From an optimization exercise on the open Yosys and OpenROAD flow, aimed at small area and a short achievable clock period; shortcuts taken in it are not production practice. Function was checked by simulation only, so behaviour that the tests miss may differ from the original. Power is estimated from default activity; no workload was simulated.

==> 12-21: inputs <==
==> flow/design.v (excerpt) <==
module scheduler #(
    parameter PKT_W = 3*$clog2(NUM_PREGS) + 32 + 1 + 32    
)(
    input logic clk,
    input logic rst,
    output logic [RS_ENTRIES-1:0] local_ready_mask,
    input logic [(RS_ENTRIES * NUM_FUS)-1:0] global_ready_mask,
    input logic [PKT_W-1:0] disp_pkt,
    input logic disp_valid,
    input logic [(RS_ENTRIES * NUM_FUS)-1:0] dependency_mask,
    output logic [$clog2(RS_ENTRIES)-1:0] rs_entry_idx,
    output logic rs_full,
    input logic [($clog2(RS_ENTRIES))-1:0] retire_rs_entry,
    input logic retire_rs_valid,
    output logic [PKT_W-1:0] sched_pkt,
    output logic fire_valid,
    output logic [($clog2(RS_ENTRIES))-1:0] fire_entry
);
==> module onehot_dec, before the edit <==
module onehot_dec (
    input  logic        v,
    input  logic [3:0]  idx,
    output logic [15:0] y
);
logic [3:0] lo, hi;
for (genvar k = 0; k < 4; k++) begin : g_pre
    assign lo[k] = v & (idx[1:0] == k);
    assign hi[k] = (idx[3:2] == k);
end
for (genvar i = 0; i < 16; i++) begin : g_out
    assign y[i] = hi[i/4] & lo[i%4];
end
endmodule
==> module scheduler, before the edit <==
module scheduler #(
    parameter PKT_W = 3*$clog2(NUM_PREGS) + 32 + 1 + 32    
)(
    input logic clk,
    input logic rst,
    output logic [RS_ENTRIES-1:0] local_ready_mask,
    input logic [(RS_ENTRIES * NUM_FUS)-1:0] global_ready_mask,
    input logic [PKT_W-1:0] disp_pkt,
    input logic disp_valid,
    input logic [(RS_ENTRIES * NUM_FUS)-1:0] dependency_mask,
    output logic [$clog2(RS_ENTRIES)-1:0] rs_entry_idx,
    output logic rs_full,
    input logic [($clog2(RS_ENTRIES))-1:0] retire_rs_entry,
    input logic retire_rs_valid,
    output logic [PKT_W-1:0] sched_pkt,
    output logic fire_valid,
    output logic [($clog2(RS_ENTRIES))-1:0] fire_entry
);
localparam int N = RS_ENTRIES;
localparam int M = RS_ENTRIES * NUM_FUS;
localparam int IW = $clog2(RS_ENTRIES);
logic [N-1:0]     valid_q;
logic [N-1:0]     granted_q;
logic [M-1:0]     dep_q [N];
logic [PKT_W-1:0] payload_q [N];
logic [N-1:0]     free_oh_q;
logic [N-1:0]     gnt_oh_q;
logic             fire_valid_q;
logic             full_q;
logic [IW-1:0]    free_idx_q;
logic [N-1:0] retire_oh;
onehot_dec u_lrm_dec (.v(retire_rs_valid), .idx(retire_rs_entry), .y(local_ready_mask));
onehot_dec u_ret_dec (.v(retire_rs_valid), .idx(retire_rs_entry), .y(retire_oh));
logic [M-1:0]  keep_col;      
logic [M-1:0]  new_col;       
logic [N-1:0]  disp_row;
logic [M-1:0]  dep_d [N];
logic [N-1:0]  valid_d, granted_d, req_d, gnt_oh_d, free_oh_d;
logic [IW-1:0] free_idx_d;
assign keep_col = ~(global_ready_mask | {M{rst}});
assign new_col  = dependency_mask & keep_col & {M{disp_valid}};
assign disp_row = {N{disp_valid}} & free_oh_q;
logic [N-1:0] dep_zero;
for (genvar i = 0; i < N; i++) begin : g_row
    dep_row #(.M(M)) u_row (
        .d(dep_q[i]), .keep(keep_col), .newc(new_col), .wr(free_oh_q[i]),
        .nxt(dep_d[i]), .zero(dep_zero[i])
    );
end
always_comb begin
    for (int i = 0; i < N; i++) begin
        valid_d[i]   = ~rst & ~retire_oh[i] & (valid_q[i] | disp_row[i]);
        granted_d[i] = ~rst & ~retire_oh[i] & (granted_q[i] | gnt_oh_q[i]);
        req_d[i]     = valid_d[i] & ~granted_d[i] & dep_zero[i];
    end
end
always_comb begin
    logic seen_r, seen_f;
    seen_r = 1'b0;
    seen_f = 1'b0;
    free_idx_d = '0;
    for (int i = 0; i < N; i++) begin
        gnt_oh_d[i]  = req_d[i] & ~seen_r;
        free_oh_d[i] = ~valid_d[i] & ~seen_f;
        if (free_oh_d[i]) free_idx_d = i[IW-1:0];
        seen_r = seen_r | req_d[i];
        seen_f = seen_f | ~valid_d[i];
    end
end
always_ff @(posedge clk) begin
    valid_q      <= valid_d;
    granted_q    <= granted_d;
    gnt_oh_q     <= gnt_oh_d;
    fire_valid_q <= |req_d;
    free_oh_q    <= free_oh_d;
    full_q       <= &valid_d;
    free_idx_q   <= free_idx_d;
    for (int i = 0; i < N; i++) dep_q[i] <= dep_d[i];
end
always_ff @(posedge clk) begin
    for (int i = 0; i < N; i++)
        if (free_oh_q[i]) payload_q[i] <= disp_pkt;
end
for (genvar b = 0; b < PKT_W; b++) begin : g_rd
    logic [N-1:0] col;
    for (genvar i = 0; i < N; i++) begin : g_col
        assign col[i] = payload_q[i][b];
    end
    pkt_bit_mux #(.N(N)) u_mux (.sel(gnt_oh_q), .data(col), .y(sched_pkt[b]));
end
assign fire_valid   = fire_valid_q;
always_comb begin
    fire_entry = '0;
    for (int i = 0; i < N; i++)
        if (gnt_oh_q[i]) fire_entry = fire_entry | IW'(i);
end
assign rs_full      = full_q;
assign rs_entry_idx = free_idx_q;
endmodule
clock: 11.0 ns
lec_check: 0
cap_margin: 20
core_margin: 2
core_utilization: 55
cts_buf_list: sky130_fd_sc_hd__clkbuf_16
cts_cluster_diameter: 50
cts_cluster_size: 18
place_density: 0.65
slew_margin: 20
synth_hierarchical: 1
synth_minimum_keep_size: 0
standard.sh (not shown) runs the stock make flow with config.mk's settings and CLKGATE_MAP_FILE= SYNTH_SCRIPT=/design/flow/synth_recipe.tcl, a recipe that flattens the netlist after the stock synthesis.
==> flow/flow/run.sh <==
#!/bin/bash
# Standard layout, with two changes to how it is made:
#  - port buffers are plain buf_2 cells (buffer_ports otherwise picks a slow
#    delay buffer, since nothing is critical at the design's period);
#  - timing repair aims for a setup margin well above zero, so the resizer
#    works on the paths that set the achieved period.
# Each step's full output is in orfs/logs/; make's own output is in
# flow_make.log here.
set -euo pipefail
export BUFFER_PORTS_ARGS="-buffer_cell sky130_fd_sc_hd__buf_2"
export SETUP_SLACK_MARGIN=6.0
bash standard.sh > flow_make.log 2>&1
==> 12-10: changes against 12-21 <==
--- a/flow/design.v
+++ b/flow/design.v
@@ -14,4 +14,8 @@
 endpackage
 import CORE_PKG::*;
+module g_inv  (input logic a, output logic y); assign y = ~a; endmodule
+module g_nand2 (input logic a, b, output logic y); assign y = ~(a & b); endmodule
+module g_nand3 (input logic a, b, c, output logic y); assign y = ~(a & b & c); endmodule
+module g_nor2 (input logic a, b, output logic y); assign y = ~(a | b); endmodule
 module onehot_dec (
     input  logic        v,
@@ -19,11 +23,19 @@
     output logic [15:0] y
 );
-logic [3:0] lo, hi;
+logic [3:0] idx_n, lo_n, hi_n;
+for (genvar j = 0; j < 4; j++) begin : g_in
+    g_inv u_inv (.a(idx[j]), .y(idx_n[j]));
+end
 for (genvar k = 0; k < 4; k++) begin : g_pre
-    assign lo[k] = v & (idx[1:0] == k);
-    assign hi[k] = (idx[3:2] == k);
+    g_nand3 u_lo (.a(v),
+                  .b(k[1] ? idx[1] : idx_n[1]),
+                  .c(k[0] ? idx[0] : idx_n[0]),
+                  .y(lo_n[k]));
+    g_nand2 u_hi (.a(k[1] ? idx[3] : idx_n[3]),
+                  .b(k[0] ? idx[2] : idx_n[2]),
+                  .y(hi_n[k]));
 end
 for (genvar i = 0; i < 16; i++) begin : g_out
-    assign y[i] = hi[i/4] & lo[i%4];
+    g_nor2 u_y (.a(lo_n[i%4]), .b(hi_n[i/4]), .y(y[i]));
 end
 endmodule
@@ -70,4 +82,15 @@
 assign zero = ~(|nxt);
 endmodule
+module dep_col (
+    input  logic dm,
+    input  logic ready,
+    input  logic rst,
+    input  logic dv,
+    output logic keep,
+    output logic newc
+);
+assign keep = ~(ready | rst);
+assign newc = dm & dv & ~ready & ~rst;
+endmodule
 import CORE_PKG::*;
 module scheduler #(
@@ -110,6 +133,8 @@
 logic [N-1:0]  valid_d, granted_d, req_d, gnt_oh_d, free_oh_d;
 logic [IW-1:0] free_idx_d;
-assign keep_col = ~(global_ready_mask | {M{rst}});
-assign new_col  = dependency_mask & keep_col & {M{disp_valid}};
+for (genvar j = 0; j < M; j++) begin : g_colsig
+    dep_col u_col (.dm(dependency_mask[j]), .ready(global_ready_mask[j]), .rst(rst),
+                   .dv(disp_valid), .keep(keep_col[j]), .newc(new_col[j]));
+end
 assign disp_row = {N{disp_valid}} & free_oh_q;
 logic [N-1:0] dep_zero;
==> flow/flow/run.sh (replaced) <==
#!/bin/bash
# Standard layout, with three changes to how it is made:
#  - port buffers are plain buf_2 cells (buffer_ports otherwise picks a slow
#    delay buffer, since nothing is critical at the design's period);
#  - timing repair aims for a setup margin well above zero, so the resizer
#    works on the paths that set the achieved period;
#  - the retire pins and the local_ready_mask pins are placed together.
# Each step's full output is in orfs/logs/; make's own output is in
# flow_make.log here.
set -euo pipefail
export BUFFER_PORTS_ARGS="-buffer_cell sky130_fd_sc_hd__buf_2"
export SETUP_SLACK_MARGIN=6.0
export PRE_IO_PLACEMENT_TCL="$(pwd)/flow/io.tcl"
bash standard.sh > flow_make.log 2>&1
==> flow/flow/io.tcl (new file) <==
# Keep the retire inputs and the local_ready_mask outputs they drive
# (a purely combinational path) next to each other on one edge.
set lrm_lo {}
set lrm_hi {}
for {set i 0} {$i < 8} {incr i} { lappend lrm_lo "local_ready_mask\[$i\]" }
for {set i 8} {$i < 16} {incr i} { lappend lrm_hi "local_ready_mask\[$i\]" }
set ret {retire_rs_valid retire_rs_entry[0] retire_rs_entry[1] retire_rs_entry[2] retire_rs_entry[3]}
set names [concat $lrm_lo $ret $lrm_hi]
set pins {}
foreach n $names { lappend pins [get_ports $n] }
set_io_pin_constraint -group -order -pin_names $pins -region top:*
--- a/flow/config.mk
+++ b/flow/config.mk
@@ -8,9 +8,9 @@
 export CAP_MARGIN = 20
 export CORE_MARGIN = 2
-export CORE_UTILIZATION = 55
+export CORE_UTILIZATION = 70
 export CTS_BUF_LIST = sky130_fd_sc_hd__clkbuf_16
-export CTS_CLUSTER_DIAMETER = 50
-export CTS_CLUSTER_SIZE = 18
-export PLACE_DENSITY = 0.65
+export CTS_CLUSTER_DIAMETER = 60
+export CTS_CLUSTER_SIZE = 24
+export PLACE_DENSITY = 0.76
 export SLEW_MARGIN = 20
 export SYNTH_HIERARCHICAL = 1
==> 02-04: changes against 12-21 <==
--- a/flow/design.v
+++ b/flow/design.v
@@ -14,4 +14,8 @@
 endpackage
 import CORE_PKG::*;
+module g_inv  (input logic a, output logic y); assign y = ~a; endmodule
+module g_nand2 (input logic a, b, output logic y); assign y = ~(a & b); endmodule
+module g_nand3 (input logic a, b, c, output logic y); assign y = ~(a & b & c); endmodule
+module g_nor2 (input logic a, b, output logic y); assign y = ~(a | b); endmodule
 module onehot_dec (
     input  logic        v,
@@ -19,11 +23,19 @@
     output logic [15:0] y
 );
-logic [3:0] lo, hi;
+logic [3:0] idx_n, lo_n, hi_n;
+for (genvar j = 0; j < 4; j++) begin : g_in
+    g_inv u_inv (.a(idx[j]), .y(idx_n[j]));
+end
 for (genvar k = 0; k < 4; k++) begin : g_pre
-    assign lo[k] = v & (idx[1:0] == k);
-    assign hi[k] = (idx[3:2] == k);
+    g_nand3 u_lo (.a(v),
+                  .b(k[1] ? idx[1] : idx_n[1]),
+                  .c(k[0] ? idx[0] : idx_n[0]),
+                  .y(lo_n[k]));
+    g_nand2 u_hi (.a(k[1] ? idx[3] : idx_n[3]),
+                  .b(k[0] ? idx[2] : idx_n[2]),
+                  .y(hi_n[k]));
 end
 for (genvar i = 0; i < 16; i++) begin : g_out
-    assign y[i] = hi[i/4] & lo[i%4];
+    g_nor2 u_y (.a(lo_n[i%4]), .b(hi_n[i/4]), .y(y[i]));
 end
 endmodule
@@ -70,4 +82,15 @@
 assign zero = ~(|nxt);
 endmodule
+module dep_col (
+    input  logic dm,
+    input  logic ready,
+    input  logic rst,
+    input  logic dv,
+    output logic keep,
+    output logic newc
+);
+assign keep = ~(ready | rst);
+assign newc = dm & dv & ~ready & ~rst;
+endmodule
 import CORE_PKG::*;
 module scheduler #(
@@ -110,6 +133,8 @@
 logic [N-1:0]  valid_d, granted_d, req_d, gnt_oh_d, free_oh_d;
 logic [IW-1:0] free_idx_d;
-assign keep_col = ~(global_ready_mask | {M{rst}});
-assign new_col  = dependency_mask & keep_col & {M{disp_valid}};
+for (genvar j = 0; j < M; j++) begin : g_colsig
+    dep_col u_col (.dm(dependency_mask[j]), .ready(global_ready_mask[j]), .rst(rst),
+                   .dv(disp_valid), .keep(keep_col[j]), .newc(new_col[j]));
+end
 assign disp_row = {N{disp_valid}} & free_oh_q;
 logic [N-1:0] dep_zero;
==> flow/flow/run.sh (replaced) <==
#!/bin/bash
# Standard layout, with three changes to how it is made:
#  - port buffers are plain buf_2 cells (buffer_ports otherwise picks a slow
#    delay buffer, since nothing is critical at the design's period);
#  - timing repair aims for a setup margin well above zero, so the resizer
#    works on the paths that set the achieved period;
#  - the retire pins and the local_ready_mask pins are placed together.
# Each step's full output is in orfs/logs/; make's own output is in
# flow_make.log here.
set -euo pipefail
export BUFFER_PORTS_ARGS="-buffer_cell sky130_fd_sc_hd__buf_2"
export SETUP_SLACK_MARGIN=6.0
export PRE_IO_PLACEMENT_TCL="$(pwd)/flow/io.tcl"
bash standard.sh > flow_make.log 2>&1
==> flow/flow/io.tcl (new file) <==
# Keep the retire inputs and the local_ready_mask outputs they drive
# (a purely combinational path) next to each other on one edge.
set lrm_lo {}
set lrm_hi {}
for {set i 0} {$i < 8} {incr i} { lappend lrm_lo "local_ready_mask\[$i\]" }
for {set i 8} {$i < 16} {incr i} { lappend lrm_hi "local_ready_mask\[$i\]" }
set ret {retire_rs_valid retire_rs_entry[0] retire_rs_entry[1] retire_rs_entry[2] retire_rs_entry[3]}
set names [concat $lrm_lo $ret $lrm_hi]
set pins {}
foreach n $names { lappend pins [get_ports $n] }
set_io_pin_constraint -group -order -pin_names $pins -region top:*
--- a/flow/config.mk
+++ b/flow/config.mk
@@ -8,9 +8,9 @@
 export CAP_MARGIN = 20
 export CORE_MARGIN = 2
-export CORE_UTILIZATION = 55
+export CORE_UTILIZATION = 60
 export CTS_BUF_LIST = sky130_fd_sc_hd__clkbuf_16
-export CTS_CLUSTER_DIAMETER = 50
-export CTS_CLUSTER_SIZE = 18
-export PLACE_DENSITY = 0.65
+export CTS_CLUSTER_DIAMETER = 60
+export CTS_CLUSTER_SIZE = 24
+export PLACE_DENSITY = 0.68
 export SLEW_MARGIN = 20
 export SYNTH_HIERARCHICAL = 1
==> run summary <==
Area growth from synthesis to layout: 12-21 13.8%; 12-10 11.4%; 02-04 11.6%
Die W: 12-21 390 um; 12-10 347 um; 02-04 374 um
Number of search-and-repair iterations in the first detailed-routing pass: 12-21 9; 12-10 10; 02-04 9
Effective utilization at floorplan: 12-21 55.4%; 12-10 70.7%; 02-04 60.6%
Core utilization of the finished layout: 12-21 63.1%; 12-10 78.8%; 02-04 67.6%
Post-Route M1 WL: 12-21 96,000 um; 12-10 84,900 um; 02-04 94,200 um
Number of nets in the synthesized netlist: 12-21 5,232; 12-10 5,235; 02-04 5,235
Final clock skew: 12-21 0.0302 ns; 12-10 0.0209 ns; 02-04 0.0221 ns
Result of the run: 12-21 timing/DRC/antenna clean; 12-10 timing/DRC/antenna clean; 02-04 timing/DRC/antenna clean
Area occupied by multi-input gates: 12-21 20,000 um2; 12-10 19,800 um2; 02-04 19,700 um2
Placed Instances: 12-21 7,188; 12-10 6,854; 02-04 7,123
Number of buffers added by the clock tree synthesis step: 12-21 180; 12-10 139; 02-04 140
Total via count in the routed design: 12-21 52,200; 12-10 53,100; 02-04 52,600
Fraction of power consumed by sequential logic: 12-21 57.4%; 12-10 60.4%; 02-04 60.9%
WP depth: 12-21 4; 12-10 5; 02-04 5

-- separate check: timing with driven ports --
No port has a modelled driver above. Below, the same layouts with a new extraction and two added sets of constraints. Step 1 assumes that a clkbuf_16 drives the clock port and a buf_2 every other input. Step 2 moves the port delays by t, midway between the first and last clock arrival at a register: inputs arrive t later, outputs are due t later. That takes back most of the time a late clock gives input paths. a / b / c = ideal / step 1 / step 2; a / b = the first two.
run | t, ns | setup slack, ns | clock arrival spread, ns | slew at the worst register clock pin (ns) | worst data-port slew with drivers (ns)
12-21 | 0.907 | 5.538 / 5.480 / 4.927 | 0.039 / 0.039 | 0.08 / 0.08 | 0.23
12-10 | 0.861 | 5.960 / 5.902 / 5.228 | 0.031 / 0.031 | 0.09 / 0.09 | 0.20
02-04 | 0.882 | 6.017 / 5.930 / 5.178 | 0.031 / 0.032 | 0.10 / 0.10 | 0.16
After both steps every run listed still meets setup and hold. For 02-04, which loses most, drivers alone change the setup slack by -0.087 ns; drivers and shift together by -0.839 ns.
